This is an optimization exercise on Yosys and OpenROAD, whose aim is small area, a short achievable clock period and few clock cycles per item, not a production implementation.
Where RTL was checked, it was by simulation tests only, not by an equivalence proof against the original.
The RTL of run 6 was laid out without a check of its function.
Power figures rest on the tool's default switching activity, not on a simulated workload.

==> flow/design.v <==
module qoi_compressor (
    input  wire        rstn,
    input  wire        clk,
    output reg         ctrl_ready,
    input  wire        ctrl_start,
    input  wire [15:0] ctrl_width,
    input  wire [15:0] ctrl_height,
    output reg         i_tready,
    input  wire        i_tvalid,
    input  wire        i_tlast,
    input  wire [ 7:0] i_R, i_G, i_B,
    input  wire        o_tready,
    output reg         o_tvalid,
    output reg         o_tlast,
    output reg  [ 3:0] o_tkeep,
    output reg  [31:0] o_tdata
);
localparam [1:0] K_PIX = 2'd0, K_H0 = 2'd1, K_H1 = 2'd2, K_H2 = 2'd3;
localparam [1:0] S_IDLE = 2'd0, S_H1 = 2'd1, S_H2 = 2'd2, S_PIX = 2'd3;
reg  [ 1:0] state;
reg         first_pend;           
reg         I_v, I_first, I_last;
reg  [ 1:0] I_k;
reg  [23:0] I_px;                 
reg         A_v, A_first, A_last;
reg  [ 1:0] A_k;
reg  [23:0] A_px;
reg  [ 5:0] A_h;
reg  [63:0] A_sel;                  
reg  [ 7:0] A_dR, A_dG, A_dB;
reg         S_v;                  
wire        out_ok = ~S_v;
reg  A_pix;                      
wire A_hold = A_pix & ~A_last;
wire A_lpix = A_pix & A_last;    
wire adv    = out_ok & (I_v | ~A_hold);
wire I_cons = adv & ~A_lpix;
wire I_free = ~I_v | (out_ok & ~A_lpix);         
wire take = i_tvalid & i_tready;
wire inj  = (state == S_H1 || state == S_H2) & I_free;
wire hs   = ctrl_start & ctrl_ready;   
wire [15:0] ww = {ctrl_width[15:1],  ctrl_width[0]  | (ctrl_width  == 16'd0)};
wire [15:0] hh = {ctrl_height[15:1], ctrl_height[0] | (ctrl_height == 16'd0)};
reg  [1:0] state_n;
always @* begin
    state_n = state;
    case (state)
        S_IDLE: if (hs) state_n = S_H1;
        S_H1:   if (I_free) state_n = S_H2;
        S_H2:   if (I_free) state_n = S_PIX;
        default: if (take & i_tlast) state_n = S_IDLE;
    endcase
end
wire I_v_n = take | inj | hs | (I_v & ~I_cons);
wire A_lpix_n = adv ? (I_v & ~A_lpix & (I_k == K_PIX) & I_last) : A_lpix;
wire        W_v;
wire        W_last;
wire [ 3:0] W_keep;
wire [31:0] W_data;
wire push  = adv & W_v;
wire o_cons = o_tvalid & o_tready;
wire S_v_n = S_v ? ~o_tready : (o_tvalid & ~o_tready & push);
always @(posedge clk or negedge rstn)
    if (~rstn) begin
        state      <= S_IDLE;
        ctrl_ready <= 1'b0;
        i_tready   <= 1'b0;
        I_v        <= 1'b0;
        S_v        <= 1'b0;
    end else begin
        state      <= state_n;
        ctrl_ready <= (state_n == S_IDLE) & (~I_v_n | (~S_v_n & ~A_lpix_n));
        i_tready   <= (state_n == S_PIX) & (~I_v_n | ~S_v_n);
        I_v        <= I_v_n;
        S_v        <= S_v_n;
    end
always @(posedge clk) begin
    if (inj) first_pend <= 1'b1;
    else if (take) first_pend <= 1'b0;
end
reg  [5:0] I_hs, I_hc;
wire [5:0] o1 = i_R[5:0], o2 = {i_R[4:0], 1'b0}, o3 = i_G[5:0];
wire [5:0] o4 = {i_G[3:0], 2'b0}, o5 = {i_B[2:0], 3'b0}, o6 = ~i_B[5:0];
wire [5:0] s1 = o1 ^ o2 ^ o3, c1 = {(o1[4:0] & o2[4:0]) | (o1[4:0] & o3[4:0]) | (o2[4:0] & o3[4:0]), 1'b0};
wire [5:0] s2 = o4 ^ o5 ^ o6, c2 = {(o4[4:0] & o5[4:0]) | (o4[4:0] & o6[4:0]) | (o5[4:0] & o6[4:0]), 1'b0};
wire [5:0] s3 = s1 ^ c1 ^ s2, c3 = {(s1[4:0] & c1[4:0]) | (s1[4:0] & s2[4:0]) | (c1[4:0] & s2[4:0]), 1'b0};
wire [5:0] s4 = s3 ^ c3 ^ c2, c4 = {(s3[4:0] & c3[4:0]) | (s3[4:0] & c2[4:0]) | (c3[4:0] & c2[4:0]), 1'b0};
always @(posedge clk)
    if (i_tready) begin
        I_hs <= s4;
        I_hc <= c4;
    end else if (hs)
        I_hs <= hh[13:8];
always @(posedge clk)
    if (i_tready) begin
        I_k     <= K_PIX;
        I_first <= first_pend;
        I_last  <= i_tlast;
        I_px    <= {i_R, i_G, i_B};
    end else if (hs) begin
        I_k     <= K_H0;
        I_px    <= {hh[7:0], ww};
        I_first <= hh[14];
        I_last  <= hh[15];
    end else if (inj) begin
        if (state == S_H1) I_k <= K_H1;
        else begin
            I_k  <= K_H2;
            I_px <= {8'hxx, I_last, I_first, I_hs, I_px[23:16]};
        end
    end
wire [7:0] iR = I_px[23:16], iG = I_px[15:8], iB = I_px[7:0];
wire [5:0] hash = I_hs + I_hc + 6'd54;
always @(posedge clk or negedge rstn)
    if (~rstn) begin
        A_v   <= 1'b0;
        A_pix <= 1'b0;
    end else if (adv) begin
        A_v   <= I_v & ~A_lpix;
        A_pix <= I_v & ~A_lpix & (I_k == K_PIX);
    end
always @(posedge clk)
    if (adv) begin
        A_k     <= I_k;
        A_first <= I_first;
        A_last  <= I_last;
        A_px    <= I_px;
        A_h     <= hash;
        A_sel   <= 64'd1 << hash;
        A_dR    <= iR - A_px[23:16];
        A_dG    <= iG - A_px[15: 8];
        A_dB    <= iB - A_px[ 7: 0];
    end
wire A_same = ~|{A_dR, A_dG, A_dB};
reg  [17:0] tab_d [0:63];
reg  [63:0] tab_v;
wire        A_clr = A_v & (A_k == K_H0);
wire [17:0] A_key = {A_px[23:22], A_px[15:0]};
genvar gi;
generate
    for (gi = 0; gi < 64; gi = gi + 1) begin : g_tab
        always @(posedge clk) begin
            if (adv & A_pix & A_sel[gi]) tab_d[gi] <= A_key;
            if (adv & A_clr) tab_v[gi] <= 1'b0;
            else if (adv & A_pix & A_sel[gi]) tab_v[gi] <= 1'b1;
        end
    end
endgenerate
reg  [18:0] rd0, rd1;
integer ri;
always @* begin
    rd0 = 19'd0;
    rd1 = 19'd0;
    for (ri = 0; ri < 32; ri = ri + 1) begin
        rd0 = rd0 | ({19{A_sel[ri]}}      & {tab_v[ri],      tab_d[ri]});
        rd1 = rd1 | ({19{A_sel[ri + 32]}} & {tab_v[ri + 32], tab_d[ri + 32]});
    end
end
reg         B_v, B_first, B_last, B_run;
reg  [ 1:0] B_k;
reg  [23:0] B_px;
reg  [ 5:0] B_h, B_q;             
reg  [18:0] B_rd0, B_rd1;
reg         B_diff, B_luma;
reg  [ 5:0] B_dcode;
reg  [13:0] B_lcode;
wire A_run = A_pix & A_same & ~A_first & ~(B_run & (B_q == 6'd61));
function eq5;    
    input [4:0] a, b, k;
    reg   [4:0] c;
    begin
        c = {(a[3:0] & b[3:0]) | ((a[3:0] | b[3:0]) & ~k[3:0]), 1'b0};
        eq5 = ((a ^ b ^ k) == c);
    end
endfunction
function small8;    
    input [7:0] a, g;
    reg   [3:0] lo;
    begin
        lo = {1'b0, a[2:0]} + {1'b0, ~g[2:0]} + 4'd1;
        small8 = lo[3] ? (eq5(a[7:3], ~g[7:3], 5'd31) | eq5(a[7:3], ~g[7:3], 5'd30))
                       : (eq5(a[7:3], ~g[7:3], 5'd0)  | eq5(a[7:3], ~g[7:3], 5'd31));
    end
endfunction
wire [3:0] xR = A_dR[3:0] - A_dG[3:0], xB = A_dB[3:0] - A_dG[3:0];
wire diff_ok = (&A_dR[7:1] | ~|A_dR[7:1]) & (&A_dG[7:1] | ~|A_dG[7:1]) & (&A_dB[7:1] | ~|A_dB[7:1]);
wire luma_ok = (&A_dG[7:5] | ~|A_dG[7:5]) & small8(A_dR, A_dG) & small8(A_dB, A_dG);
always @(posedge clk or negedge rstn)
    if (~rstn) B_v <= 1'b0;
    else if (adv) B_v <= A_v;
always @(posedge clk)
    if (adv) begin
        B_k     <= A_k;
        B_first <= A_first;
        B_last  <= A_last;
        B_px    <= A_px;
        B_h     <= A_h;
        B_rd0   <= rd0;
        B_rd1   <= rd1;
        B_run   <= A_run;
        B_q     <= B_run ? B_q + 6'd1 : 6'd0;
        B_diff  <= diff_ok;
        B_dcode <= {~A_dR[1], A_dR[0], ~A_dG[1], A_dG[0], ~A_dB[1], A_dB[0]};    
        B_luma  <= luma_ok;
        B_lcode <= {~xR[3], xR[2:0], ~xB[3], xB[2:0], ~A_dG[5], A_dG[4:0]};       
    end
reg         C_v, C_last, C_h2;
reg  [ 2:0] C_n;
reg  [31:0] C_bytes;
wire B_pix   = B_v & (B_k == K_PIX);
wire [18:0] B_rd = B_h[5] ? B_rd1 : B_rd0;
wire B_match = B_rd[18] & (B_rd[17:0] == {B_px[23:22], B_px[15:0]});
always @(posedge clk or negedge rstn)
    if (~rstn) C_v <= 1'b0;
    else if (adv) C_v <= B_v;
always @(posedge clk)
    if (adv) begin
        C_last <= B_pix & B_last;
        C_h2   <= B_v & (B_k == K_H2);
        if (~B_v) begin
            C_n     <= 3'd0;
            C_bytes <= 32'hx;
        end else if (B_pix & B_run) begin
            C_n     <= (A_run & ~B_last) ? 3'd0 : 3'd1;
            C_bytes <= {24'hx, 2'b11, B_q};
        end else if (B_pix & ~B_first & B_match) begin
            C_n     <= 3'd1;
            C_bytes <= {24'hx, 2'b00, B_h};
        end else if (B_pix & ~B_first & B_diff) begin
            C_n     <= 3'd1;
            C_bytes <= {24'hx, 2'b01, B_dcode};
        end else if (B_pix & ~B_first & B_luma) begin
            C_n     <= 3'd2;
            C_bytes <= {16'hx, B_lcode[13:6], 2'b10, B_lcode[5:0]};
        end else begin
            C_n     <= 3'd4;
            C_bytes <= (B_k == K_H0)  ? 32'h66_69_6F_71 :                           
                       (B_k == K_PIX) ? {B_px[7:0], B_px[15:8], B_px[23:16], 8'hFE} :
                                        {B_px[7:0], B_px[15:8], 16'h0};              
        end
    end
reg  [ 1:0] P_cnt;
reg  [23:0] P_rem;
reg         P_flush;
wire [ 3:0] tot = {2'b0, P_cnt} + {1'b0, C_n};
reg  [55:0] merged;
always @*
    case (P_cnt)
        2'd0: merged = {24'hx, C_bytes};
        2'd1: merged = {16'hx, C_bytes, P_rem[7:0]};
        2'd2: merged = { 8'hx, C_bytes, P_rem[15:0]};
        default: merged = {C_bytes, P_rem};
    endcase
wire cv = C_v;
assign W_v    = P_flush | (cv & (tot[2] | C_last));
assign W_last = P_flush | (C_last & ~tot[3] & ~(tot[2] & |tot[1:0]));
wire [2:0] kcnt = P_flush ? {1'b0, P_cnt} : (C_last & ~tot[2]) ? tot[2:0] : 3'd4;
assign W_keep = (kcnt == 3'd1) ? 4'b0001 : (kcnt == 3'd2) ? 4'b0011 : (kcnt == 3'd3) ? 4'b0111 : 4'b1111;
assign W_data = P_flush ? {8'hx, P_rem} : merged[31:0];
always @(posedge clk or negedge rstn)
    if (~rstn) begin
        P_cnt   <= 2'd0;
        P_flush <= 1'b0;
    end else if (adv) begin
        if (P_flush) begin
            P_cnt   <= 2'd0;
            P_flush <= 1'b0;
        end else if (cv & C_h2) begin
            P_cnt   <= 2'd2;
        end else if (cv & C_last) begin
            P_cnt   <= (tot > 4'd4) ? tot[1:0] : 2'd0;
            P_flush <= (tot > 4'd4);
        end else if (cv) begin
            P_cnt   <= tot[1:0];
        end
    end
always @(posedge clk)
    if (adv & ~P_flush & cv) begin
        if (C_h2)        P_rem <= 24'h00_03;         
        else if (tot[2]) P_rem <= merged[55:32];
        else             P_rem <= merged[23:0];
    end
reg        S_last;
reg [ 3:0] S_keep;
reg [31:0] S_data;
always @(posedge clk or negedge rstn)
    if (~rstn) o_tvalid <= 1'b0;
    else if (~o_tvalid | o_tready) o_tvalid <= S_v | push;
always @(posedge clk) begin
    if (~o_tvalid | o_tready) begin
        if (S_v) begin
            o_tlast <= S_last; o_tkeep <= S_keep; o_tdata <= S_data;
        end else begin
            o_tlast <= W_last; o_tkeep <= W_keep; o_tdata <= W_data;
        end
    end
    if (~S_v) begin
        S_last <= W_last; S_keep <= W_keep; S_data <= W_data;
    end
end
endmodule
==> flow/run.sh <==
#!/bin/bash
# synth_recipe.tcl (not shown) runs the flow's synth.tcl, then flattens the netlist and writes it again
# the make line also repeats each setting of config.mk as NAME=value (left out here)
make -C /OpenROAD-flow-scripts/flow DESIGN_CONFIG=/design/flow/config.mk WORK_HOME=/design/flow/orfs CLKGATE_MAP_FILE= SYNTH_SCRIPT=/design/flow/synth_recipe.tcl finish
==> flow/config.mk <==
export PLATFORM = sky130hd
export DESIGN_NAME = qoi_compressor
export DESIGN_NICKNAME = qoi_compressor
export VERILOG_FILES = /design/flow/design.v
export SDC_FILE = /design/flow/constraint.sdc
export NUM_CORES = 4
export LEC_CHECK = 0
export CAP_MARGIN = 20
export CORE_MARGIN = 2
export CORE_UTILIZATION = 40
export CTS_CLUSTER_DIAMETER = 50
export CTS_CLUSTER_SIZE = 30
export SETUP_SLACK_MARGIN = 2.5
export SLEW_MARGIN = 20
==> flow/constraint.sdc <==
create_clock -name core_clock -period 5.0 [get_ports {clk}]
set_input_delay 1.0000 -clock core_clock [delete_from_list [all_inputs] [get_ports {clk}]]
set_output_delay 1.0000 -clock core_clock [all_outputs]
set_load 0.01 [all_outputs]
==> run summary, run 1 <==
STA
Dividing the final minimum period by the clock period gives 0.5051. At the pin with the least slew margin, the transition time is 1.083 ns. The number of slew-limit violations in the final report is 0. The worst setup skew after layout is 0.04535 ns.

The number of hold violations in the final report is 0. The post-layout worst setup margin is 2.474 ns. The clock period minus worst slack is 2.526 ns. Setup repair after global routing could not meet its margin everywhere.

For the final routed database, the setup TNS stands at 0 ns. Based on the critical path, the design can be clocked at up to 0.3959 GHz. Setup violations remaining at the end of the flow were counted as 0. The tightest slew margin relative to the limit is 0.2779.

Critical path
STA classifies the critical path startpoint as a flip-flop. The critical path goes through buf_12 -> clkbuf_2. The startpoint-to-endpoint class of the critical path is flip-flop to output pin. The category of the worst setup path capture point is an output pin.

The worst reg-to-reg setup slack is 2.48 ns. The sum of buffers and inverters on the critical path is 2. On the worst path, the slowest cell contributes a delay of 0.45 ns.

Of all nets on the critical path, the largest fanout is 9. The worst-case reg-to-reg path depth is 5. The worst register-to-register path begins at A_pix.

Data on the critical path arrives at its endpoint at 1.53 ns. In this design, the largest share of critical-path delay is due to flip-flops. The largest individual stage delay along the critical path comes from the cell sky130_fd_sc_hd__dfrtp_2. The number of gates on the worst path with buffers counted is 2. At the worst endpoint, the required time is 4.00 ns.

The terminus of the critical flop-to-flop path is tab_d[18][2].

CTS
The total clock sinks is 1,626. The number of buffers created by CTS is 140. At the later pin of the worst-skew pair, clock insertion delay measures 0.83 ns. The TritonCTS clock tree is yes.

The longest clock path from root to sink contains 3 buffers. The clock slew seen by the registers of the worst setup and hold paths is 0.08 ns. Clock tree synthesis selected as its root buffer the cell sky130_fd_sc_hd__clkbuf_16. The number of H-tree branching levels is 4.

Global route
The first global-routing pass estimated 270.3 mm of wire. The number of antenna violations at the first check in global routing is 9. Entering global routing, the biggest net connects 100 pins.

The remaining global-route overflow is 0. In the global route stage, overall resource usage came out at 0.2404. The via count of the first global-routing pass came to 35,770.

Synth
The count of warnings emitted by yosys is 2. Synthesis produced a netlist with a net count of 4,006. The fraction of the yosys area taken by sequential cells is 0.7696. Summed over all instances, the cell type with the most area after synthesis is sky130_fd_sc_hd__edfxtp_1. The cell area that synthesis handed to floorplanning was 0.06200 mm^2. The most used flip-flop cell after synthesis is sky130_fd_sc_hd__edfxtp_1. The async set-reset flop share out of synthesis is 0.008610. Each instance of the synthesized netlist takes up on average 16.05 um^2. The fraction of synthesized cell area taken by the top area cell type is 0.7304. Ranked by instance count, the synthesized netlist is headed by sky130_fd_sc_hd__edfxtp_1, sky130_fd_sc_hd__a22oi_1, sky130_fd_sc_hd__nor2_1.

The synthesized flop and latch total is 1,626. Yosys instantiated no cell more often than sky130_fd_sc_hd__edfxtp_1. By area the synthesized netlist is led by sky130_fd_sc_hd__edfxtp_1, sky130_fd_sc_hd__a22oi_1, sky130_fd_sc_hd__dfxtp_1, sky130_fd_sc_hd__nor2_1, sky130_fd_sc_hd__ha_1. Counting distinct cell types in the post-synthesis netlist gives 68. The number of flops mapped to enable cells by yosys is 1,508. The synthesized instance count is 3,863.

Placed design
The worst-case setup slack after placement is 1.307 ns. The congestion estimate from routability-driven global placement came to 0.8553. Detailed placement finished with a half-perimeter wire length of 111.0 mm. The instance area after placement is 0.06588 mm^2. The number of input and output port buffers inserted is 101.

Detailed routing
The routed wire length on met2 is 89.10 mm. The uppermost metal layer occupied by signal nets is met5. The detail-routed net length per standard cell is 30.78 um. The first-pass iteration count of the detailed router is 6. The routed design uses 20.49 mm of met3 wire.

The routed metal-1 wirelength is 77.32 mm. The count of unresolved DRC violations after routing is 0. The remaining antenna violation count is 0. The first routing iteration left 5,551 violations. The routed layout has 37,680 vias. Dividing the detail-routed via count by the number of cells gives 6.013. Summed over all layers, the routed wires come to 192.9 mm.

Floorplan
Measured along the y axis, the die boundary spans 397.7 um. The core region is 0.1540 mm^2. The die covers 0.1582 mm^2. The initial utilization of the core area, before any placement, comes to 0.4025. The horizontal die dimension is 397.7 um. The number of top-level pins is 102.

The number of rows in the core area is 144.

Layout
In the final layout, the share of cells above drive strength 1 is 0.1495. Registers take 0.04772 mm^2. The multi-input gate area in the final layout is 0.01364 mm^2. After the last flow step, the layout net total stands at 4,244. The final instance area is 0.07220 mm^2.

The filler cell count is 13,270. Relative to the synthesized area, the layout overhead comes to 16.46%.

Pwr
The analysis attributes to cell leakage a power of 0.02432 uW. The areal power density over the cells is 679.2 mW/mm^2. VDD sags by at most 0.4755 mV.

Status
The run finished with no timing, DRC or antenna violations.

Run
The tool flagged a number of max-cap violations equal to 0.

Hold path
The critical hold path startpoint is A_h[5]. In this run the worst hold path is classified as flip-flop to flip-flop. The endpoint of the worst hold path is B_h[5].

Along the worst hold path, the cell count comes to 0.
## final cells by class
type                       count  share of cell area
multi-input combinational   1924              0.1889
tap                         2044             0.03542
sequential                  1626              0.6610
antenna                        2          0.00006931
clock inverter               108             0.01986
inverter                     102            0.005701
timing repair buffer         306             0.03901
timing repair inverter         1           0.0002253
clock buffer                 154             0.04982
## metrics by stage
step / total power [uW] / hold slack, ns / utilization / std cells
floorplan: 29830 / 0.4003 / - / 3863
global placement: 36210 / 0.4050 / 0.4277 / 5928
detailed placement: 36490 / 0.4045 / 0.4277 / 5928
CTS: 48780 / 0.4238 / 0.4658 / 6239
global route: 50910 / 0.4369 / 0.4687 / 6265
finish: 49040 / 0.4207 / 0.4687 / 6267
## flip-flops by register name, indices dropped and copies added, names as in the netlist, 19 cells and up
| register | cells |
|---|---|
| C_bytes | 32 |
| tab_d | 1152 |
| B_rd0 | 19 |
| A_sel | 64 |
| I_px | 24 |
| S_data | 32 |
| B_rd1 | 19 |
| A_px | 24 |
| o_tdata | 32 |
| P_rem | 24 |
| B_px | 24 |
| tab_v | 64 |
## cells in the final DEF, fill, tap and decap left out, types with 13 or more instances in the layout
cell type,synthesis,final
sky130_fd_sc_hd__edfxtp_1,1508,1508
sky130_fd_sc_hd__a22oi_1,457,457
sky130_fd_sc_hd__nor2_1,307,304
sky130_fd_sc_hd__buf_4,0,165
sky130_fd_sc_hd__clkbuf_16,0,141
sky130_fd_sc_hd__nand2_1,123,121
sky130_fd_sc_hd__nand3_1,115,109
sky130_fd_sc_hd__dfxtp_1,104,104
sky130_fd_sc_hd__inv_1,99,97
sky130_fd_sc_hd__nand4_1,82,82
sky130_fd_sc_hd__o21ai_0,86,79
sky130_fd_sc_hd__a221oi_1,84,78
sky130_fd_sc_hd__a22o_1,77,77
sky130_fd_sc_hd__mux2i_1,68,68
sky130_fd_sc_hd__ha_1,62,59
sky130_fd_sc_hd__xnor2_1,51,50
sky130_fd_sc_hd__and3_4,0,49
sky130_fd_sc_hd__a21oi_1,51,48
sky130_fd_sc_hd__clkdlybuf4s50_1,0,46
sky130_fd_sc_hd__or4_1,42,37
sky130_fd_sc_hd__mux2_2,32,30
sky130_fd_sc_hd__clkdlybuf4s15_1,0,23
sky130_fd_sc_hd__xor2_1,23,20
sky130_fd_sc_hd__nor3_1,21,20
sky130_fd_sc_hd__inv_6,0,18
sky130_fd_sc_hd__inv_8,0,18
sky130_fd_sc_hd__buf_12,0,18
sky130_fd_sc_hd__and3_1,69,17
sky130_fd_sc_hd__buf_6,2,17
sky130_fd_sc_hd__nor2b_1,19,15
sky130_fd_sc_hd__fa_1,19,14
sky130_fd_sc_hd__bufinv_16,0,13
sky130_fd_sc_hd__nor4_1,14,13
## cells by family (layout without fill, tap and decap cells)
logic type | count (synthesis) | after routing | share of synthesized area
flops | 1626 | 1626 | 0.7696
simple gates | 836 | 836 | 0.06601
compound gates | 833 | 833 | 0.09923
buf+inv | 313 | 671 | 0.01925
mux | 100 | 100 | 0.01679
fa+ha+maj | 81 | 81 | 0.01865
xor+xnor | 74 | 74 | 0.01045
other cells | 0 | 2 | 0
## worst max path at each step
stage / start / slack (ns) / endpoint
3_3_place_gp: i_B[1] / 1.34 / I_hs[4]
3_5_place_dp: i_B[1] / 1.31 / I_hs[4]
2_1_floorplan: i_R[3] / 2.02 / I_hs[4]
5_1_grt: I_hs[3] / 2.41 / A_sel[25]
4_1_cts: i_tready / 2.25 / i_tready
6_report: i_tready / 2.47 / i_tready
## per-layer routing
layer  GRT usage  up-vias
met5           0        -
met4     0.07062        6
met3     0.05171      299
met2      0.3794     2155
met1      0.3351    19420
li1            -    15810
## what timing repair did
item / CTS / global route
gates resized for setup: 223 / 58
setup endpoints to repair: 1322 / 305
hold buffers: 0 / 0
gates cloned: 4 / 0
pin swaps: 15 / 12
buffers inserted: 45 / 26
## report_power, final
group	internal, uW	leakage, uW	switching [uW]
clock network	6180	0.00242	5640
logic	4500	0.00672	10700
registers	20500	0.0152	1510
Testbench counts, summed over its fixed seeds: cycles 48,927, pixels 48,510.
==> run 2, diff against run 1 <==
--- a/flow/config.mk
+++ b/flow/config.mk
@@ -9,6 +9,4 @@
 export CORE_MARGIN = 2
 export CORE_UTILIZATION = 40
-export CTS_CLUSTER_DIAMETER = 50
-export CTS_CLUSTER_SIZE = 30
-export SETUP_SLACK_MARGIN = 2.5
+export SETUP_SLACK_MARGIN = 2.6
 export SLEW_MARGIN = 20
==> run summary, run 2 <==
Status
The run finished with no timing, DRC or antenna violations.

STA
The number of setup violations in the final report is 0 (unchanged). The maximum operating frequency is 0.4002 GHz (+1.1%). The final-layout setup total negative slack is 0 ns (unchanged). The number of hold violations in the final report is 0 (unchanged). The post-layout worst setup margin came to 2.501 ns (+0.02672 ns). Setup repair after global routing could not meet its margin everywhere. The worst setup skew after layout was 0.05660 ns (+0.01124 ns). The fraction of the cycle the final worst path needs is 0.4998 (-0.005344). The clock period minus worst slack is 2.499 ns (-0.02672 ns). The actual transition at the worst max-transition pin is 0.9501 ns (-0.1329 ns). The tightest slew margin relative to the limit was 0.3666 (+0.08863). The number of slew-limit violations in the final report is 0 (unchanged).

Detailed routing
The first-pass iteration count of the detailed router came to 8 (+2). The overall routed net length is 198.3 mm (+2.8%). The number of DRC violations after detailed-routing iteration 0 is 5,994 (+8.0%). The detail-routed net length per standard cell is 31.20 um (+1.4%).

The count of unresolved DRC violations after routing is 0 (unchanged). The remaining antenna violation count is 0 (unchanged). The number of vias after detailed routing came to 38,330 (+1.7%). The routed via count divided by cell count is 6.032 (+0.32%).

Floorplan
The floorplan core area is 0.1540 mm^2 (unchanged). The number of top-level pins is 102 (unchanged). The number of rows in the core area is 144 (unchanged). The chip height is 397.7 um (unchanged).

The horizontal die dimension is 397.7 um (unchanged). The effective utilization at floorplan is 0.4025 (unchanged). The floorplan die area came to 0.1582 mm^2 (unchanged).

CTS
The root buffer selected by CTS is sky130_fd_sc_hd__clkbuf_16. The clock slew seen by the registers of the worst setup and hold paths is 0.06 ns (-0.02 ns). The total clock sinks is 1,626 (unchanged). The clock insertion delay at the later pin of the skew report is 0.82 ns (about the same). The number of buffers created by CTS is 166 (+19%). The number of H-tree branching levels is 4 (unchanged). TritonCTS built the clock tree. The number of buffers on the longest clock path is 3 (unchanged).

Layout
Leaving out fill and tap cells, the most frequent cell in the layout is sky130_fd_sc_hd__edfxtp_1. The total number of nets in the final design is 4,310 (+1.6%). The share of cells above drive strength 1 is 0.1727 (+0.02325). The number of flip-flops in the largest register is 1,152 (unchanged).

The final standard cell utilization of the core was 0.4735 (+0.004825). The final instance area is 0.07295 mm^2 (+1.0%). The register with the highest flop count is tab_d. In the final layout, the registers with the most flip-flops are tab_d: 1152 flops, A_sel: 64 flops, tab_v: 64 flops. The relative area change from synthesis to final layout is 17.66%. The filler cell count came to 13,070 (-1.5%). Leaving out fill and tap cells, the most frequent cells in the layout are sky130_fd_sc_hd__edfxtp_1, sky130_fd_sc_hd__a22oi_1, sky130_fd_sc_hd__nor2_1, sky130_fd_sc_hd__buf_4, sky130_fd_sc_hd__clkbuf_16.

Critical path
The worst setup path startpoint is i_tready. The worst-case reg-to-reg path depth is 5 (unchanged). The signal on the critical path passes through buf_6.

The startpoint identified for the worst register-to-register timing path is A_sel[47]. The largest driver fanout on the critical path was 2 (-7). The sum of buffers and inverters on the critical path is 1 (-1). Following the worst setup path forward leads to its endpoint at i_tready. The critical path required time is 4.00 ns (about the same).

The slowest stage of the critical path is the sky130_fd_sc_hd__dfrtp_4 cell. The number of gates on the worst path with buffers counted is 1 (-1). The terminus of the critical flop-to-flop path is B_rd1[10]. The peak per-stage delay on the critical path came to 0.55 ns (+0.10 ns). By startpoint and endpoint, the worst setup path is classified as flip-flop to output pin. The kind of start point of the critical path is a flip-flop.

The kind of cell with the highest combined delay on the critical path is flip-flops. The worst reg-to-reg setup slack is 2.59 ns (+0.11 ns). The category of the worst setup path capture point is an output pin. The data arrival time at the worst-slack endpoint is 1.50 ns (-0.03 ns).

Synth
The simple-gate area share of the yosys netlist is 0.06601 (unchanged). The post-synthesis instance area is 0.06200 mm^2 (unchanged). The commonest cells after synthesis are sky130_fd_sc_hd__edfxtp_1, sky130_fd_sc_hd__a22oi_1, sky130_fd_sc_hd__nor2_1. Sorting the synthesized cells by area gives the leading types as sky130_fd_sc_hd__edfxtp_1, sky130_fd_sc_hd__a22oi_1, sky130_fd_sc_hd__dfxtp_1, sky130_fd_sc_hd__nor2_1, sky130_fd_sc_hd__ha_1.

The post-synthesis cell type count is 68 (unchanged). The async set-reset flop share out of synthesis came to 0.008610 (unchanged). The synthesized instance count is 3,863 (unchanged).

The fraction of synthesized cell area taken by the top area cell type came to 0.7304 (unchanged). The count of warnings emitted by yosys is 2 (unchanged). The most instantiated library cell after synthesis is sky130_fd_sc_hd__edfxtp_1. The multiplexer share of the synthesized area is 0.01679 (unchanged). The total nets after synthesis is 4,006 (unchanged).

By area, the combinational part of the netlist is dominated by compound AO/OA/AOI/OAI gates. For this run, the leading register cell type out of synthesis is sky130_fd_sc_hd__edfxtp_1. The fraction of the mapped netlist area in compound gates was 0.09923 (unchanged). The post-synthesis cell type with the largest combined area is sky130_fd_sc_hd__edfxtp_1. The synthesized flop and latch total is 1,626 (unchanged). The post-synthesis area per instance is 16.05 um^2 (unchanged). The number of flops mapped to enable cells by yosys is 1,508 (unchanged). The adder-cell area share of the yosys netlist was 0.01865 (unchanged).

The fraction of the yosys area taken by sequential cells is 0.7696 (unchanged). The xor/xnor share of the synthesized area is 0.01045 (unchanged).

Pwr
The combinational group share of total power is 0.320 (+0.009). The cell leakage power is 0.02486 uW (+2.2%). The final total power is 50,180 uW (+2.3%). The internal portion of total power is 32,100 uW (+3.1%). The share of power burned in registers came to 0.439 (-0.009).

The largest voltage drop on the vdd net came to 0.3929 mV (-17%). The part of the power in the clock network is 0.241 (about the same). The areal power density over the cells is 687.9 mW/mm^2 (+1.3%). The fraction of power spent switching nets is 0.3603 (-0.004571). The power spent charging and discharging nets is 18,080 uW (+1.0%).

Global route
The wire length of the first global-routing pass came to 275.6 mm (+2.0%). The via count of the first global-routing pass is 36,320 (+1.5%). The total routing resource utilization after global routing is 0.2459 (+0.005493). The remaining global-route overflow is 0 (unchanged). The pin count of the biggest net entering global routing is 77 (-23%).

The number of antenna violations at the first check in global routing is 16 (+7).

Placed design
The number of input and output port buffers inserted is 101 (unchanged). The instance area after placement is 0.06601 mm^2 (+0.19%). The routability congestion estimate is 0.8803 (+2.9%). The half-perimeter wire length after detailed placement is 113.1 mm (+1.9%). The worst-case setup slack after placement came to 1.320 ns (+0.01296 ns).

Hold path
The min-delay analysis places its worst path in the category flip-flop to flip-flop.

Run
The number of maximum-capacitance constraint violations was 0 (unchanged).
run 2: cell counts after synthesis:
No cell type changed its count.
run 2: power by group through the flow:
stage	combinational [uW]	sequential [uW]	clock, uW
finish	16100	22000	12100
global route	17000	22300	12700
CTS	15200	22000	12200
detailed placement	13800	22700	0
global placement	13600	22700	0
floorplan	7430	22400	0
run 2: final cells by class:
type                       count  area, um^2  share of cell area
timing repair inverter         2       36.28           0.0004974
multi-input combinational   1926       13900              0.1906
clock buffer                 225        4457             0.06110
tap                         2044        2557             0.03506
sequential                  1626       47730              0.6542
timing repair buffer         343        3020             0.04141
antenna                        4       10.01           0.0001372
inverter                     102       401.6            0.005506
clock inverter                83       837.1             0.01147
run 2: routing by layer:
layer  wire length (um)  part of all wire  GRT usage  vias to the layer above
li1                   -                 -          -                    15930
met1              78020              0.39     0.3373                    19660
met2              91470              0.46     0.3857                     2374
met3              22100              0.11    0.05805                      347
met4               6532             0.033    0.08225                       14
met5                154           0.00078          0                        -
run 2: how the worst min path moves through the flow:
stage,end,from,cells past startpoint
6_report,B_h[4],A_h[4],0
2_1_floorplan,B_h[0],A_h[0],0
3_3_place_gp,B_h[1],A_h[1],0
5_1_grt,B_h[1],A_h[1],0
3_5_place_dp,B_h[4],A_h[4],0
4_1_cts,B_h[4],A_h[4],0
run 2: kinds of logic (layout without fill, tap and decap cells):
kind of cell	after synthesis	after routing
DFF	1626	1626
and+or+nand+nor	836	838
buffers and inverters	313	755
xor gates and xnor gates	74	74
muxes	100	100
other	0	4
adders and majority gates	81	81
AOI/OAI and AO/OA	833	833
run 2: repair_timing:
action / 4_1_cts / 5_1_grt
hold buffers: 0 / 0
endpoints found under the setup margin: 1434 / 506
pin swaps: 20 / 35
gates cloned: 5 / 4
setup buffers: 76 / 14
gates resized for setup: 313 / 115
run 2: stage by stage:
| stage | hold WS, ns | instances |
|---|---|---|
| 2_1_floorplan | 0.4003 | 3863 |
| 3_3_place_gp | 0.4049 | 5943 |
| 3_5_place_dp | 0.4045 | 5944 |
| 4_1_cts | 0.4184 | 6333 |
| 5_1_grt | 0.4245 | 6353 |
| 6_report | 0.4170 | 6355 |
==> run 3, diff against run 2 <==
--- a/flow/config.mk
+++ b/flow/config.mk
@@ -9,4 +9,4 @@
 export CORE_MARGIN = 2
 export CORE_UTILIZATION = 40
-export SETUP_SLACK_MARGIN = 2.6
+export SETUP_SLACK_MARGIN = 2.8
 export SLEW_MARGIN = 20
==> run summary, run 3 <==
Synth
The synthesized flop and latch total is 1,626 (unchanged). The fraction of the yosys area taken by sequential cells is 0.7696 (unchanged). The synthesized instance count is 3,863 (unchanged). The fraction of synthesized cell area taken by the top area cell type is 0.7304 (unchanged). The post-synthesis instance area is 0.06200 mm^2 (unchanged).

The number of flops mapped to enable cells by yosys is 1,508 (unchanged). By instance count, the leading cell after synthesis is sky130_fd_sc_hd__edfxtp_1. The post-synthesis cell type count is 68 (unchanged).

The async set-reset flop share out of synthesis was 0.008610 (unchanged). Sorting the synthesized cells by area gives the leading types as sky130_fd_sc_hd__edfxtp_1, sky130_fd_sc_hd__a22oi_1, sky130_fd_sc_hd__dfxtp_1, sky130_fd_sc_hd__nor2_1, sky130_fd_sc_hd__ha_1. The post-synthesis cell type with the largest combined area is sky130_fd_sc_hd__edfxtp_1.

Counting instances in the post-synthesis netlist gives the leading cell types as sky130_fd_sc_hd__edfxtp_1, sky130_fd_sc_hd__a22oi_1, sky130_fd_sc_hd__nor2_1. The total nets after synthesis is 4,006 (unchanged). For this run, the leading register cell type out of synthesis is sky130_fd_sc_hd__edfxtp_1. The post-synthesis area per instance is 16.05 um^2 (unchanged). The count of warnings emitted by yosys is 2 (unchanged).

Detailed routing
The routed via count divided by cell count was 6.118 (+1.4%). The remaining antenna violation count is 0 (unchanged). The number of DRC violations after detailed-routing iteration 0 is 5,692 (-5.0%). The first-pass iteration count of the detailed router came to 18 (+10). The count of unresolved DRC violations after routing came to 0 (unchanged). The detail-routed net length per standard cell is 32.05 um (+2.7%). The overall routed net length is 208.0 mm (+4.9%). The number of vias after detailed routing is 39,690 (+3.5%).

Layout
The filler cell count came to 12,530 (-4.1%). The final instance area is 0.07684 mm^2 (+5.3%). Compared with the post-synthesis result, the final layout area differs by 23.94%. The top cell types in the final layout, fill and taps aside, are sky130_fd_sc_hd__edfxtp_1, sky130_fd_sc_hd__a22oi_1, sky130_fd_sc_hd__nor2_1, sky130_fd_sc_hd__buf_4, sky130_fd_sc_hd__clkbuf_16. The number of flip-flops in the largest register is 1,152 (unchanged). The final standard cell utilization of the core is 0.4988 (+0.02528).

The total number of nets in the final design is 4,445 (+3.1%). The most common cell after layout, fill and taps aside is sky130_fd_sc_hd__edfxtp_1. Counting flops per register, the top entry is tab_d. The share of cells above drive strength 1 is 0.2474 (+0.07467). The largest registers in the layout are tab_d: 1152 flops, A_sel: 64 flops, tab_v: 64 flops.

CTS
The clock insertion delay at the later pin of the skew report is 0.82 ns (about the same). The total clock sinks came to 1,626 (unchanged). The number of H-tree branching levels is 4 (unchanged). The number of buffers on the longest clock path is 3 (unchanged).

The TritonCTS clock tree is yes. The number of buffers created by CTS is 165 (-0.60%). The count of hold buffers inserted by post-cts repair is 0 (unchanged).

The root buffer selected by CTS is sky130_fd_sc_hd__clkbuf_16. The clock slew seen by the registers of the worst setup and hold paths is 0.06 ns (about the same).

STA
Setup repair after global routing could not meet its margin everywhere. The fraction of the cycle the final worst path needs is 0.4990 (-0.0008380). The clock period minus worst slack is 2.495 ns (-0.004190 ns). The tightest slew margin relative to the limit is 0.2302 (-0.1364). The maximum operating frequency is 0.4008 GHz (+0.17%). The number of setup violations in the final report is 0 (unchanged). The actual transition at the worst max-transition pin was 1.155 ns (+0.2045 ns). The post-layout worst setup margin was 2.505 ns (+0.004190 ns). The number of hold violations in the final report was 0 (unchanged). The worst setup skew after layout came to 0.05993 ns (+0.003337 ns). The final-layout setup total negative slack came to 0 ns (unchanged). The number of slew-limit violations in the final report is 0 (unchanged).

Critical path
The worst setup path is of the flip-flop to output pin kind. For this design, the slowest cell found on the critical path is sky130_fd_sc_hd__dfrtp_2. The kind of cell with the highest combined delay on the critical path is flip-flops.

The peak per-stage delay on the critical path is 0.50 ns (-0.05 ns). The kind of start point of the critical path is a flip-flop. The data arrival time at the worst-slack endpoint is 1.49 ns (about the same). The sum of buffers and inverters on the critical path is 1 (unchanged).

The critical path required time is 4.00 ns (about the same). The category of the worst setup path capture point is an output pin. The largest driver fanout on the critical path is 4 (+2). The critical path goes through buf_6.

Placed design
The routability congestion estimate is 0.8645 (-1.8%). The half-perimeter wire length after detailed placement is 110.2 mm (-2.6%). The number of input and output port buffers inserted was 101 (unchanged). The instance area after placement is 0.06595 mm^2 (about the same).

The worst-case setup slack after placement came to 1.291 ns (-0.02871 ns).

Floorplan
The floorplan core area was 0.1540 mm^2 (unchanged). The floorplan die area was 0.1582 mm^2 (unchanged). The effective utilization at floorplan is 0.4025 (unchanged). The number of top-level pins was 102 (unchanged). The horizontal die dimension is 397.7 um (unchanged). The chip height is 397.7 um (unchanged). The number of rows in the core area is 144 (unchanged).

Hold path
The min-delay analysis places its worst path in the category flip-flop to flip-flop.

Global route
The wire length of the first global-routing pass came to 284.2 mm (+3.1%). The number of antenna violations at the first check in global routing is 9 (-7). The pin count of the biggest net entering global routing is 86 (+12%). The remaining global-route overflow was 0 (unchanged).

The via count of the first global-routing pass is 37,420 (+3.0%). The total routing resource utilization after global routing is 0.2541 (+0.008194).

Run
The number of maximum-capacitance constraint violations was 0 (unchanged).

Pwr
The areal power density over the cells is 702.0 mW/mm^2 (+2.1%). The cell leakage power is 0.02605 uW (+4.8%). The largest voltage drop on the vdd net is 0.4925 mV (+25%).

Status
The flow ran to the end and the layout has no timing, DRC or antenna violations.
run 3: cell count changes in the layout (fill, tap and decap cells not counted), sizes merged:
cell / previous run / this run
diode: 4 / 6
nand2: 125 / 126
and3: 69 / 92
clkbuf: 231 / 228
clkinv: 68 / 66
dlygate4sd2: 3 / 2
o21ai: 87 / 88
clkdlybuf4s15: 2 / 0
buf: 284 / 393
clkinvlp: 5 / 4
or2: 4 / 5
bufinv: 8 / 10
nand2b: 10 / 13
run 3: path summary, 6_finish.rpt:
check / from / end / slack (ns) / cells past startpoint
min reg2reg: A_h[5] / B_h[5] / 0.42 / 0
max reg2reg: B_h[5] / C_bytes[7] / 2.52 / 10
max in group asynchronous: rstn / P_flush / 3.85 / 1
max: i_tready / i_tready / 2.51 / 1
min: A_h[5] / B_h[5] / 0.42 / 0
min in group asynchronous: rstn / P_cnt[1] / 0.62 / 1
run 3: cell families (layout without fill, tap and decap cells):
group	Yosys count	count (layout)	synth area share
adders and majority gates	81	81	0.01865
AOI/OAI and AO/OA	833	834	0.09923
xor gates and xnor gates	74	74	0.01045
muxes	100	100	0.01679
and+or+nand+nor	836	866	0.06601
buffers and inverters	313	857	0.01925
DFF	1626	1626	0.7696
other	0	6	0
run 3: metrics by stage:
step	hold slack (ns)	cells	total power [uW]
6_report	0.4184	6488	53940
5_1_grt	0.4364	6483	55710
4_1_cts	0.4192	6382	51640
3_5_place_dp	0.4057	5928	36510
3_3_place_gp	0.4028	5928	36230
2_1_floorplan	0.4003	3863	29980
run 3: worst register-to-register path: cells and delay by family, from the launching register on:
kind,cells,cell delay (ns)
AND/OR/NAND/NOR,2,0.47
multiplexers,1,0.22
XOR/XNOR,1,0.14
buffers and inverters,4,0.61
AO/OA/AOI/OAI,2,0.35
flip-flops,1,0.45
run 3: repair_timing:
action	CTS	global route
gates cloned	32	14
pin swaps	120	129
endpoints found under the setup margin	1750	761
setup buffers	119	86
gates resized for setup	633	320
run 3: final cells by class:
cell class,instances,area [um^2],area share
antenna,6,15.01,0.0001954
clock buffer,223,4522,0.05885
clock inverter,80,938.4,0.01221
inverter,102,426.7,0.005552
multi-input combinational,1955,15800,0.2056
sequential,1626,47730,0.6211
tap,2044,2557,0.03328
timing repair buffer,448,4766,0.06202
timing repair inverter,4,92.59,0.001205
run 3: metal layers:
metal  routed length, um  track usage  vias to the layer above
li1                    -            -                    16290
met1               78700       0.3429                    20310
met2               95310       0.4008                     2634
met3               24910      0.06030                      458
met4                9011      0.09355                        2
met5                  17            0                        -
run 3: power by group:
| group | total [uW] | internal [uW] | leakage [uW] | switching, uW |
|---|---|---|---|---|
| registers | 22100 | 20500 | 0.0152 | 1610 |
| clock network | 12400 | 6950 | 0.00263 | 5410 |
| logic | 19500 | 6590 | 0.00825 | 12900 |
| total | 53900 | 34000 | 0.0261 | 19900 |
==> run 4, diff against run 3 <==
--- a/flow/config.mk
+++ b/flow/config.mk
@@ -8,5 +8,5 @@
 export CAP_MARGIN = 20
 export CORE_MARGIN = 2
-export CORE_UTILIZATION = 40
-export SETUP_SLACK_MARGIN = 2.8
+export CORE_UTILIZATION = 50
+export SETUP_SLACK_MARGIN = 2.6
 export SLEW_MARGIN = 20
==> run summary, run 4 <==
Status
The flow ran to the end and the layout has no timing, DRC or antenna violations.

Critical path
The data arrival time at the worst-slack endpoint was 1.47 ns (-0.02 ns). The worst-case reg-to-reg path depth is 4 (-6). The worst reg-to-reg setup slack is 2.56 ns (+0.04 ns). The most critical setup path has its endpoint at i_tready. The largest driver fanout on the critical path was 2 (-2). The worst setup path is of the flip-flop to output pin kind.

For this design, the slowest cell found on the critical path is sky130_fd_sc_hd__dfrtp_2. The worst setup path is captured at an output pin. The kind of start point of the critical path is a flip-flop. The peak per-stage delay on the critical path is 0.42 ns (-0.08 ns).

The signal on the critical path passes through buf_12 -> buf_6. In this run the worst setup path begins at i_tready. The terminus of the critical flop-to-flop path is B_rd1[2]. The critical path required time came to 4.00 ns (about the same).

The worst register-to-register path begins at A_sel[45].

Global route
The remaining global-route overflow is 0 (unchanged). The number of antenna violations at the first check in global routing was 14 (+5). The total routing resource utilization after global routing is 0.3076 (+0.05350). The pin count of the biggest net entering global routing is 77 (-10%). The wire length of the first global-routing pass was 274.6 mm (-3.4%). The via count of the first global-routing pass is 36,540 (-2.3%).

Synth
The total nets after synthesis is 4,006 (unchanged). The fraction of the yosys area taken by sequential cells is 0.7696 (unchanged). The number of flops mapped to enable cells by yosys was 1,508 (unchanged). The async set-reset flop share out of synthesis is 0.008610 (unchanged). The synthesized instance count is 3,863 (unchanged). The post-synthesis area per instance is 16.05 um^2 (unchanged). The most used flip-flop cell after synthesis is sky130_fd_sc_hd__edfxtp_1. The fraction of synthesized cell area taken by the top area cell type is 0.7304 (unchanged).

The most instantiated library cell after synthesis is sky130_fd_sc_hd__edfxtp_1. The post-synthesis cell type with the largest combined area is sky130_fd_sc_hd__edfxtp_1. The synthesized flop and latch total came to 1,626 (unchanged).

The post-synthesis instance area is 0.06200 mm^2 (unchanged). The post-synthesis cell type count is 68 (unchanged). The count of warnings emitted by yosys is 2 (unchanged). After synthesis, the cell types taking the most area are sky130_fd_sc_hd__edfxtp_1, sky130_fd_sc_hd__a22oi_1, sky130_fd_sc_hd__dfxtp_1, sky130_fd_sc_hd__nor2_1, sky130_fd_sc_hd__ha_1. Sorting the synthesized cells by how often they occur yields sky130_fd_sc_hd__edfxtp_1, sky130_fd_sc_hd__a22oi_1, sky130_fd_sc_hd__nor2_1.

Placed design
The number of input and output port buffers inserted was 101 (unchanged). The worst-case setup slack after placement is 1.287 ns (-0.003430 ns). The half-perimeter wire length after detailed placement is 113.0 mm (+2.5%).

The routability congestion estimate is 0.8886 (+2.8%). The instance area after placement is 0.06562 mm^2 (-0.51%).

CTS
The number of buffers created by CTS came to 164 (-0.61%). The root buffer selected by CTS is sky130_fd_sc_hd__clkbuf_16. The TritonCTS clock tree is yes. The clock insertion delay at the later pin of the skew report came to 0.82 ns (about the same). The number of buffers on the longest clock path was 3 (unchanged).

The number of H-tree branching levels came to 4 (unchanged). The count of hold buffers inserted by post-cts repair was 0 (unchanged). The clock slew seen by the registers of the worst setup and hold paths came to 0.06 ns (about the same). The total clock sinks was 1,626 (unchanged).

STA
The number of setup violations in the final report was 0 (unchanged). The actual transition at the worst max-transition pin was 1.011 ns (-0.1435 ns). The post-layout worst setup margin is 2.526 ns (+0.02054 ns). The worst setup skew after layout is 0.04113 ns (-0.01880 ns). The tightest slew margin relative to the limit was 0.3259 (+0.09563). The number of slew-limit violations in the final report was 0 (unchanged). Setup repair after global routing could not meet its margin everywhere. The number of hold violations in the final report came to 0 (unchanged).

The final-layout setup total negative slack is 0 ns (unchanged). The fraction of the cycle the final worst path needs is 0.4949 (-0.004108). The clock period minus worst slack is 2.474 ns (-0.02054 ns). The maximum operating frequency is 0.4042 GHz (+0.83%).

Layout
The share of cells above drive strength 1 is 0.1694 (-0.07797). The filler cell count is 9,456 (-25%). The register with the most flip-flops in the final layout is tab_d. Compared with the post-synthesis result, the final layout area differs by 17.09%.

The total number of nets in the final design is 4,341 (-2.3%). The largest registers in the layout are tab_d: 1152 flops, A_sel: 64 flops, tab_v: 64 flops. The top cell types in the final layout, fill and taps aside, are sky130_fd_sc_hd__edfxtp_1, sky130_fd_sc_hd__a22oi_1, sky130_fd_sc_hd__nor2_1, sky130_fd_sc_hd__buf_4, sky130_fd_sc_hd__clkbuf_16.

The number of flip-flops in the largest register was 1,152 (unchanged). The final standard cell utilization of the core came to 0.5887 (+0.08987). The most common cell after layout, fill and taps aside is sky130_fd_sc_hd__edfxtp_1.

The final instance area is 0.07259 mm^2 (-5.5%).

Hold path
The tightest min-delay check is of the flip-flop to flip-flop type.

Detailed routing
The detail-routed net length per standard cell is 32.78 um (+2.3%). The overall routed net length is 195.7 mm (-5.9%). The number of DRC violations after detailed-routing iteration 0 is 6,019 (+5.7%).

The remaining antenna violation count is 0 (unchanged). The first-pass iteration count of the detailed router is 6 (-12). The routed via count divided by cell count is 6.439 (+5.3%). The count of unresolved DRC violations after routing is 0 (unchanged). The number of vias after detailed routing is 38,440 (-3.1%).

Floorplan
The chip height is 356.1 um (-10%). The horizontal die dimension is 356.1 um (-10%). The number of rows in the core area is 129 (-10%). The number of top-level pins is 102 (unchanged). The effective utilization at floorplan is 0.5028 (+0.1003).

The floorplan core area is 0.1233 mm^2 (-20%). The floorplan die area was 0.1268 mm^2 (-20%).

Pwr
The areal power density over the cells is 692.2 mW/mm^2 (-1.4%). The final total power is 50,250 uW (-6.9%). The largest voltage drop on the vdd net is 0.4594 mV (-6.7%). The cell leakage power is 0.02502 uW (-4.0%).

Run
The number of maximum-capacitance constraint violations came to 0 (unchanged).
==> run 4: layout make-up <==
class | instances | area, um^2 | share of cell area
inverters | 102 | 401.6 | 0.005533
clock buffers | 225 | 4466 | 0.06151
diodes | 1 | 2.502 | 0.00003447
repair inverters | 1 | 16.27 | 0.0002241
well taps | 1637 | 2048 | 0.02821
flip-flops and latches | 1626 | 47720 | 0.6574
multi-input cells | 1926 | 13740 | 0.1893
repair buffers | 377 | 3390 | 0.04669
clock inverters | 75 | 803.3 | 0.01107
==> run 4: power by group <==
group	switching (uW)	total, uW	leakage [uW]	internal (uW)
sequential	1530	22000	0.0152	20500
combinational	11200	16100	0.00729	4960
clock	5230	12100	0.00255	6860
==> run 4: cell families after synthesis <==
kind of cell	Yosys count	share of synthesized area
xor gates and xnor gates	74	0.01045
and+or+nand+nor	836	0.06601
muxes	100	0.01679
DFF	1626	0.7696
AOI/OAI and AO/OA	833	0.09923
buffers and inverters	313	0.01925
adders and majority gates	81	0.01865
==> run 4: worst min path at each step <==
stage,from,end,slack (ns),depth (start not counted)
after floorplan,A_h[0],B_h[0],0.40,0
after global placement,A_h[0],B_h[0],0.40,0
after detailed placement,A_h[3],B_h[3],0.40,0
after CTS,A_h[0],B_h[0],0.42,0
after global routing,A_h[5],B_h[5],0.43,0
final,A_h[5],B_h[5],0.42,0
==> run 4: critical path: cells and delay by family (launching register included) <==
kind | cells | cell delay, ns
buffers and inverters | 2 | 0.25
flip-flops | 1 | 0.42
==> run 4: what timing repair did <==
action / in CTS / in global routing
pin swaps: 18 / 27
endpoints found under the setup margin: 1229 / 607
setup buffers: 81 / 24
hold endpoints to repair: 0 / 0
resized for setup: 310 / 110
gates cloned: 5 / 3
==> run 4: stage by stage <==
step	hold slack [ns]	std cells
4_1_cts	0.4245	5942
3_5_place_dp	0.4045	5556
2_1_floorplan	0.4003	3863
6_report	0.4241	5970
5_1_grt	0.4269	5969
3_3_place_gp	0.4011	5555
==> run 4: metal layers <==
metal | wire, um | part of all wire | global-route usage
met5 | 43 | 0.00022 | 0
met4 | 6870 | 0.035 | 0.1072
met3 | 23140 | 0.12 | 0.06425
met2 | 89000 | 0.45 | 0.4671
met1 | 76620 | 0.39 | 0.4444
==> run 5, diff against run 4 <==
--- a/flow/config.mk
+++ b/flow/config.mk
@@ -6,7 +6,8 @@
 export NUM_CORES = 4
 export LEC_CHECK = 0
+export ABC_CLOCK_PERIOD_IN_PS = 2500
 export CAP_MARGIN = 20
 export CORE_MARGIN = 2
-export CORE_UTILIZATION = 50
-export SETUP_SLACK_MARGIN = 2.6
+export CORE_UTILIZATION = 40
+export SETUP_SLACK_MARGIN = 2.5
 export SLEW_MARGIN = 20
==> run summary, run 5 <==
Critical path
The critical path required time is 4.00 ns (about the same). The worst reg-to-reg setup slack came to 2.50 ns (-0.06 ns). The worst setup path is captured at an output pin. The startpoint-to-endpoint class of the critical path is flip-flop to output pin. The largest driver fanout on the critical path is 9 (+7). STA classifies the critical path startpoint as a flip-flop.

The data arrival time at the worst-slack endpoint is 1.54 ns (+0.07 ns). The peak per-stage delay on the critical path came to 0.45 ns (+0.03 ns). The slowest stage of the critical path belongs to the cell sky130_fd_sc_hd__dfrtp_2. Walking the worst path, the cells encountered are buf_12 -> clkbuf_2.

Floorplan
The floorplan die area is 0.1582 mm^2 (+25%). The number of top-level pins is 102 (unchanged). The number of rows in the core area was 144 (+12%). The chip height is 397.7 um (+12%). The horizontal die dimension was 397.7 um (+12%).

The effective utilization at floorplan is 0.4025 (-0.1003). The floorplan core area is 0.1540 mm^2 (+25%).

CTS
The TritonCTS clock tree is yes. The number of H-tree branching levels is 4 (unchanged). The total clock sinks is 1,626 (unchanged). The root buffer selected by CTS is sky130_fd_sc_hd__clkbuf_16.

The clock slew seen by the registers of the worst setup and hold paths is 0.06 ns (about the same). The number of buffers on the longest clock path is 3 (unchanged). The count of hold buffers inserted by post-cts repair is 0 (unchanged). The clock insertion delay at the later pin of the skew report is 0.81 ns (about the same). The number of buffers created by CTS is 167 (+1.8%).

STA
The number of setup violations in the final report is 0 (unchanged). The final-layout setup total negative slack came to 0 ns (unchanged). The number of slew-limit violations in the final report came to 0 (unchanged).

The fraction of the cycle the final worst path needs came to 0.5073 (+0.01243). The clock period minus worst slack is 2.536 ns (+0.06216 ns). The worst setup skew after layout is 0.05919 ns (+0.01806 ns). The number of hold violations in the final report came to 0 (unchanged). The maximum operating frequency is 0.3943 GHz (-2.5%). Setup repair after global routing could not meet its margin everywhere.

The tightest slew margin relative to the limit is 0.3164 (-0.009459). The actual transition at the worst max-transition pin is 1.025 ns (+0.01419 ns).

Layout
The filler cell count is 13,240 (+40%). The flip-flop and latch area is 0.04772 mm^2 (about the same). From synthesis to final layout, the design area changed by 16.73%. The top cell types in the final layout, fill and taps aside, are sky130_fd_sc_hd__edfxtp_1, sky130_fd_sc_hd__a22oi_1, sky130_fd_sc_hd__nor2_1, sky130_fd_sc_hd__clkbuf_16, sky130_fd_sc_hd__buf_4. The largest registers in the layout are tab_d: 1152 flops, A_sel: 64 flops, tab_v: 64 flops. The number of flip-flops in the largest register is 1,152 (unchanged). The total number of nets in the final design was 4,256 (-2.0%).

The number of non-filler instances in the completed layout is 6,300 (+5.5%). The multi-input gate area in the final layout is 0.01368 mm^2 (-0.47%). The register with the highest flop count is tab_d. The share of cells above drive strength 1 is 0.1425 (-0.02695). Leaving out fill and tap cells, the most frequent cell in the layout is sky130_fd_sc_hd__edfxtp_1.

Synth
Sorting the synthesized cells by how often they occur yields sky130_fd_sc_hd__edfxtp_1, sky130_fd_sc_hd__a22oi_1, sky130_fd_sc_hd__nor2_1. The post-synthesis instance area is 0.06200 mm^2 (unchanged). The most used flip-flop cell after synthesis is sky130_fd_sc_hd__edfxtp_1.

The post-synthesis cell type count is 68 (unchanged). The post-synthesis area per instance is 16.05 um^2 (unchanged). The fraction of synthesized cell area taken by the top area cell type is 0.7304 (unchanged). The synthesized instance count was 3,863 (unchanged). The async set-reset flop share out of synthesis is 0.008610 (unchanged). The most instantiated library cell after synthesis is sky130_fd_sc_hd__edfxtp_1.

After synthesis, the cell types taking the most area are sky130_fd_sc_hd__edfxtp_1, sky130_fd_sc_hd__a22oi_1, sky130_fd_sc_hd__dfxtp_1, sky130_fd_sc_hd__nor2_1, sky130_fd_sc_hd__ha_1. The synthesized flop and latch total is 1,626 (unchanged). The number of flops mapped to enable cells by yosys is 1,508 (unchanged). The synthesized design spends more area on one cell type than any other, namely sky130_fd_sc_hd__edfxtp_1. The count of warnings emitted by yosys is 2 (unchanged).

The fraction of the yosys area taken by sequential cells is 0.7696 (unchanged). The total nets after synthesis came to 4,006 (unchanged).

Run
The number of maximum-capacitance constraint violations is 0 (unchanged).

Global route
The remaining global-route overflow was 0 (unchanged). The number of antenna violations at the first check in global routing was 9 (-5). The via count of the first global-routing pass came to 36,140 (-1.1%). The wire length of the first global-routing pass was 271.9 mm (-0.96%). The pin count of the biggest net entering global routing was 100 (+30%). The total routing resource utilization after global routing is 0.2418 (-0.06578).

Pwr
The largest voltage drop on the vdd net is 0.5205 mV (+13%). The cell leakage power is 0.02446 uW (-2.2%). The areal power density over the cells is 686.9 mW/mm^2 (-0.77%).

Detailed routing
The overall routed net length is 193.9 mm (-0.90%). The number of vias after detailed routing is 37,880 (-1.5%). The detail-routed net length per standard cell is 30.78 um (-6.1%). The first-pass iteration count of the detailed router was 6 (unchanged). The remaining antenna violation count came to 0 (unchanged). The routed via count divided by cell count was 6.012 (-6.6%).

The count of unresolved DRC violations after routing came to 0 (unchanged). The number of DRC violations after detailed-routing iteration 0 is 5,582 (-7.3%).

Status
The flow ran to the end and the layout has no timing, DRC or antenna violations.

Placed design
The routability congestion estimate was 0.8553 (-3.7%). The number of cells after detailed placement is 5,928 (+6.7%). The number of input and output port buffers inserted came to 101 (unchanged). The half-perimeter wire length after detailed placement came to 111.0 mm (-1.7%).

Hold path
The worst hold-check path type is flip-flop to flip-flop.
## run 5: kinds of logic (layout without fill, tap and decap cells)
logic type | after synthesis | after routing | share of synthesized area
AOI/OAI and AO/OA | 833 | 833 | 0.09923
DFF | 1626 | 1626 | 0.7696
adders and majority gates | 81 | 81 | 0.01865
other | 0 | 3 | 0
buffers and inverters | 313 | 703 | 0.01925
muxes | 100 | 100 | 0.01679
xor gates and xnor gates | 74 | 74 | 0.01045
and+or+nand+nor | 836 | 836 | 0.06601
## run 5: what timing repair did
action	4_1_cts	5_1_grt
pin swaps	16	12
endpoints found under the setup margin	1332	486
cloned	6	0
setup buffers	41	13
gates resized for setup	203	56
## run 5: path summary, 6_finish.rpt
check                          start       end  cells after the start
min in group asynchronous       rstn  P_cnt[0]                      1
max                         i_tready  i_tready                      2
max reg2reg                A_sel[21]  B_rd0[2]                      5
max in group asynchronous       rstn  P_cnt[0]                      1
min reg2reg                   A_h[3]    B_h[3]                      0
min                           A_h[3]    B_h[3]                      0
## run 5: metrics by stage
stage | total power [uW] | setup slack (ns) | utilization | hold slack [ns] | cell area [um^2]
2_1_floorplan | 29830 | 2.019 | - | 0.4003 | 62070
3_3_place_gp | 36210 | 1.338 | 0.4277 | 0.4050 | 65880
3_5_place_dp | 36490 | 1.307 | 0.4277 | 0.4045 | 65880
4_1_cts | 49400 | 2.234 | 0.4682 | 0.4202 | 72120
5_1_grt | 51600 | 2.421 | 0.4698 | 0.4297 | 72370
6_report | 49710 | 2.464 | 0.4698 | 0.4059 | 72370
## run 5: layout make-up
| cell class | instances | area share |
|---|---|---|
| antenna | 3 | 0.0001037 |
| clock buffer | 235 | 0.06282 |
| clock inverter | 74 | 0.01227 |
| inverter | 102 | 0.005688 |
| multi-input combinational | 1924 | 0.1890 |
| sequential | 1626 | 0.6594 |
| tap | 2044 | 0.03534 |
| timing repair buffer | 290 | 0.03504 |
| timing repair inverter | 2 | 0.0003112 |
## run 5: power by group
| group | internal [uW] | switching, uW |
|---|---|---|
| registers | 20500 | 1510 |
| clock network | 7000 | 5360 |
| logic | 4490 | 10900 |
## run 5: critical path, delay by kind of cell (launching register included)
family / cells / cell delay (ns)
buffers and inverters: 2 / 0.28
DFF: 1 / 0.45
## run 5: metal layers
layer  up-vias  track usage  wire, um
met3       346      0.05376     20060
met4         8      0.07251      5859
met5         -            0        48
met1     19490       0.3380     78390
met2      2191       0.3786     89560
li1      15850            -         -
==> run 6, diff against run 5 <==
--- a/flow/design.v
+++ b/flow/design.v
@@ -29,6 +29,5 @@
 reg  [63:0] A_sel;                  
 reg  [ 7:0] A_dR, A_dG, A_dB;
-reg         S_v;                  
-wire        out_ok = ~S_v;
+wire        out_ok = ~o_tvalid | o_tready;    
 reg  A_pix;                      
 wire A_hold = A_pix & ~A_last;
@@ -53,5 +52,4 @@
 end
 wire I_v_n = take | inj | hs | (I_v & ~I_cons);
-wire A_lpix_n = adv ? (I_v & ~A_lpix & (I_k == K_PIX) & I_last) : A_lpix;
 wire        W_v;
 wire        W_last;
@@ -59,19 +57,15 @@
 wire [31:0] W_data;
 wire push  = adv & W_v;
-wire o_cons = o_tvalid & o_tready;
-wire S_v_n = S_v ? ~o_tready : (o_tvalid & ~o_tready & push);
+always @* begin
+    ctrl_ready = (state == S_IDLE) & I_free;
+    i_tready   = (state == S_PIX) & I_free;
+end
 always @(posedge clk or negedge rstn)
     if (~rstn) begin
         state      <= S_IDLE;
-        ctrl_ready <= 1'b0;
-        i_tready   <= 1'b0;
         I_v        <= 1'b0;
-        S_v        <= 1'b0;
     end else begin
         state      <= state_n;
-        ctrl_ready <= (state_n == S_IDLE) & (~I_v_n | (~S_v_n & ~A_lpix_n));
-        i_tready   <= (state_n == S_PIX) & (~I_v_n | ~S_v_n);
         I_v        <= I_v_n;
-        S_v        <= S_v_n;
     end
 always @(posedge clk) begin
@@ -281,21 +275,10 @@
         else             P_rem <= merged[23:0];
     end
-reg        S_last;
-reg [ 3:0] S_keep;
-reg [31:0] S_data;
 always @(posedge clk or negedge rstn)
     if (~rstn) o_tvalid <= 1'b0;
-    else if (~o_tvalid | o_tready) o_tvalid <= S_v | push;
-always @(posedge clk) begin
-    if (~o_tvalid | o_tready) begin
-        if (S_v) begin
-            o_tlast <= S_last; o_tkeep <= S_keep; o_tdata <= S_data;
-        end else begin
-            o_tlast <= W_last; o_tkeep <= W_keep; o_tdata <= W_data;
-        end
-    end
-    if (~S_v) begin
-        S_last <= W_last; S_keep <= W_keep; S_data <= W_data;
-    end
-end
+    else if (out_ok) o_tvalid <= push;
+always @(posedge clk)
+    if (push) begin
+        o_tlast <= W_last; o_tkeep <= W_keep; o_tdata <= W_data;
+    end
 endmodule
--- a/flow/config.mk
+++ b/flow/config.mk
@@ -6,5 +6,4 @@
 export NUM_CORES = 4
 export LEC_CHECK = 0
-export ABC_CLOCK_PERIOD_IN_PS = 2500
 export CAP_MARGIN = 20
 export CORE_MARGIN = 2
==> run summary, run 6 <==
STA
The number of hold violations in the final report came to 0 (unchanged). The fraction of the cycle the final worst path needs is 0.5795 (+0.07224). The tightest slew margin relative to the limit is 0.2699 (-0.04646).

The final-layout setup total negative slack was 0 ns (unchanged). The worst setup skew after layout is 0.03330 ns (-0.02589 ns). The maximum operating frequency is 0.3451 GHz (-12%).

The post-layout worst setup margin is 2.102 ns (-0.3612 ns). The number of setup violations in the final report is 0 (unchanged). The clock period minus worst slack is 2.898 ns (+0.3612 ns).

Hold path
The worst hold-check path type is flip-flop to flip-flop.

Global route
The wire length of the first global-routing pass is 276.7 mm (+1.8%). The remaining global-route overflow is 0 (unchanged). The total routing resource utilization after global routing is 0.2499 (+0.008072). The via count of the first global-routing pass came to 36,210 (+0.18%).

Synth
The synthesized instance count was 3,763 (-2.6%). The most instantiated library cell after synthesis is sky130_fd_sc_hd__edfxtp_1. The count of warnings emitted by yosys came to 2 (unchanged). The most used flip-flop cell after synthesis is sky130_fd_sc_hd__edfxtp_1. After synthesis, the most frequently instantiated cells are sky130_fd_sc_hd__edfxtp_1, sky130_fd_sc_hd__a22oi_1, sky130_fd_sc_hd__nor2_1. The fraction of synthesized cell area taken by the top area cell type was 0.7443 (+0.01391). The number of flops mapped to enable cells by yosys is 1,507 (-0.066%).

Pwr
The final total power was 53,590 uW (+7.8%). The areal power density over the cells is 747.6 mW/mm^2 (+8.8%). The power spent charging and discharging nets came to 20,300 uW (+15%). The fraction of power spent switching nets is 0.3788 (+0.02221). The internal portion of total power came to 33,290 uW (+4.1%).

The cell leakage power came to 0.02426 uW (-0.83%). The share of power burned in registers is 0.418 (-0.025).

Layout
The total number of nets in the final design is 4,240 (-0.38%). The number of non-filler instances in the completed layout is 6,263 (-0.59%). The number of flip-flops in the largest register is 1,152 (unchanged). The library cell used most frequently in the layout, excluding fill and tap cells, is sky130_fd_sc_hd__edfxtp_1. More flip-flops sit in one register than any other, and that register is tab_d.

CTS
The clock slew seen by the registers of the worst setup and hold paths was 0.06 ns (about the same). The number of H-tree branching levels is 4 (unchanged). TritonCTS built the clock tree. The root buffer cell chosen for the clock tree is sky130_fd_sc_hd__clkbuf_16.

Critical path
The critical path is of the flip-flop to output pin type. The category of the worst setup path capture point is an output pin. The critical path required time was 4.00 ns (about the same). STA classifies the critical path startpoint as a flip-flop.

Floorplan
The number of rows in the core area is 143 (-0.69%). The number of top-level pins is 102 (unchanged).

Detailed routing
The number of DRC violations after detailed-routing iteration 0 is 6,205 (+11%). The detail-routed net length per standard cell is 31.64 um (+2.8%). The routed via count divided by cell count is 6.099 (+1.4%).

The first-pass iteration count of the detailed router came to 6 (unchanged).

Run
The number of maximum-capacitance constraint violations is 0 (unchanged).

Status
The run finished with no timing, DRC or antenna violations.
run 6: cell count changes in the layout (fill, tap and decap cells not counted), sizes merged, moves of 11 or more:
cell,change
dfxtp,-37
a21oi,-11
buf,+79
mux2i,-13
o21ai,+12
dlygate4sd2,+16
clkbuf,-23
nand2,+14
nor2,-60
run 6: stage by stage:
step	cell area (um^2)	hold WS, ns
CTS	71350	0.4191
finish	71690	0.4232
global route	71690	0.4249
detailed placement	64870	0.4081
global placement	64860	0.4069
floorplan	60950	0.4003
run 6: layer usage:
metal / routed length [um] / part of all wire / up-vias / track usage
met5: 71 / 0.00036 / - / 0
met4: 7756 / 0.039 / 10 / 0.09291
met3: 22770 / 0.11 / 421 / 0.05903
met2: 90110 / 0.45 / 2683 / 0.3852
met1: 77460 / 0.39 / 19430 / 0.3454
li1: - / - / 15660 / -
run 6: cell type report:
| cell class | instances | area, um^2 |
|---|---|---|
| Clock buffer | 219 | 4409 |
| Tap cell | 2030 | 2540 |
| Sequential cell | 1585 | 46880 |
| Inverter | 104 | 409.1 |
| Timing Repair inverter | 3 | 41.29 |
| Clock inverter | 79 | 868.3 |
| Fill cell | 12910 | 79680 |
| Antenna cell | 2 | 5.005 |
| Timing Repair Buffer | 372 | 3302 |
| Multi-Input combinational cell | 1869 | 13240 |
run 6: final timing paths:
path                           start        to  slack (ns)  cells past startpoint
min reg2reg                   A_h[4]    B_h[4]        0.42                      0
min in group asynchronous       rstn  o_tvalid        0.63                      1
max                         o_tvalid  i_tready        2.10                      6
max reg2reg                A_sel[39]  B_rd1[6]        2.46                      4
max in group asynchronous       rstn  state[0]        3.87                      1
min                           A_h[4]    B_h[4]        0.42                      0
run 6: power groups by stage:
stage | clock [uW] | sequential [uW] | combinational [uW]
floorplan | 0 | 22500 | 8920
global placement | 0 | 23300 | 16300
detailed placement | 0 | 23400 | 16500
CTS | 12200 | 22400 | 18400
global route | 12700 | 22700 | 20000
finish | 12100 | 22400 | 19100
run 6: cells by family (layout without fill, tap and decap cells):
family	Yosys count	count (layout)	synth area share
fa+ha+maj	82	82	0.01922
other cells	1	3	0.00006168
simple gates	806	806	0.06567
compound gates	823	826	0.09995
xor+xnor	75	75	0.01080
mux	79	79	0.01350
flops	1585	1585	0.7709
buf+inv	312	777	0.01992
run 6: timing repair:
item	CTS	global route
buffers inserted	96	15
pin swaps	10	11
hold endpoints to repair	0	0
cloned	6	1
gates resized for setup	147	62
endpoints found under the setup margin	959	278
run 6: critical path, stage by stage (launching register included):
cell and delay, ns:
sky130_fd_sc_hd__dfrtp_1 0.39, sky130_fd_sc_hd__nand2b_4 0.09, sky130_fd_sc_hd__a21bo_4 0.26, sky130_fd_sc_hd__buf_6 0.15, sky130_fd_sc_hd__nand2_8 0.07, sky130_fd_sc_hd__inv_4 0.03
sky130_fd_sc_hd__buf_6 0.11
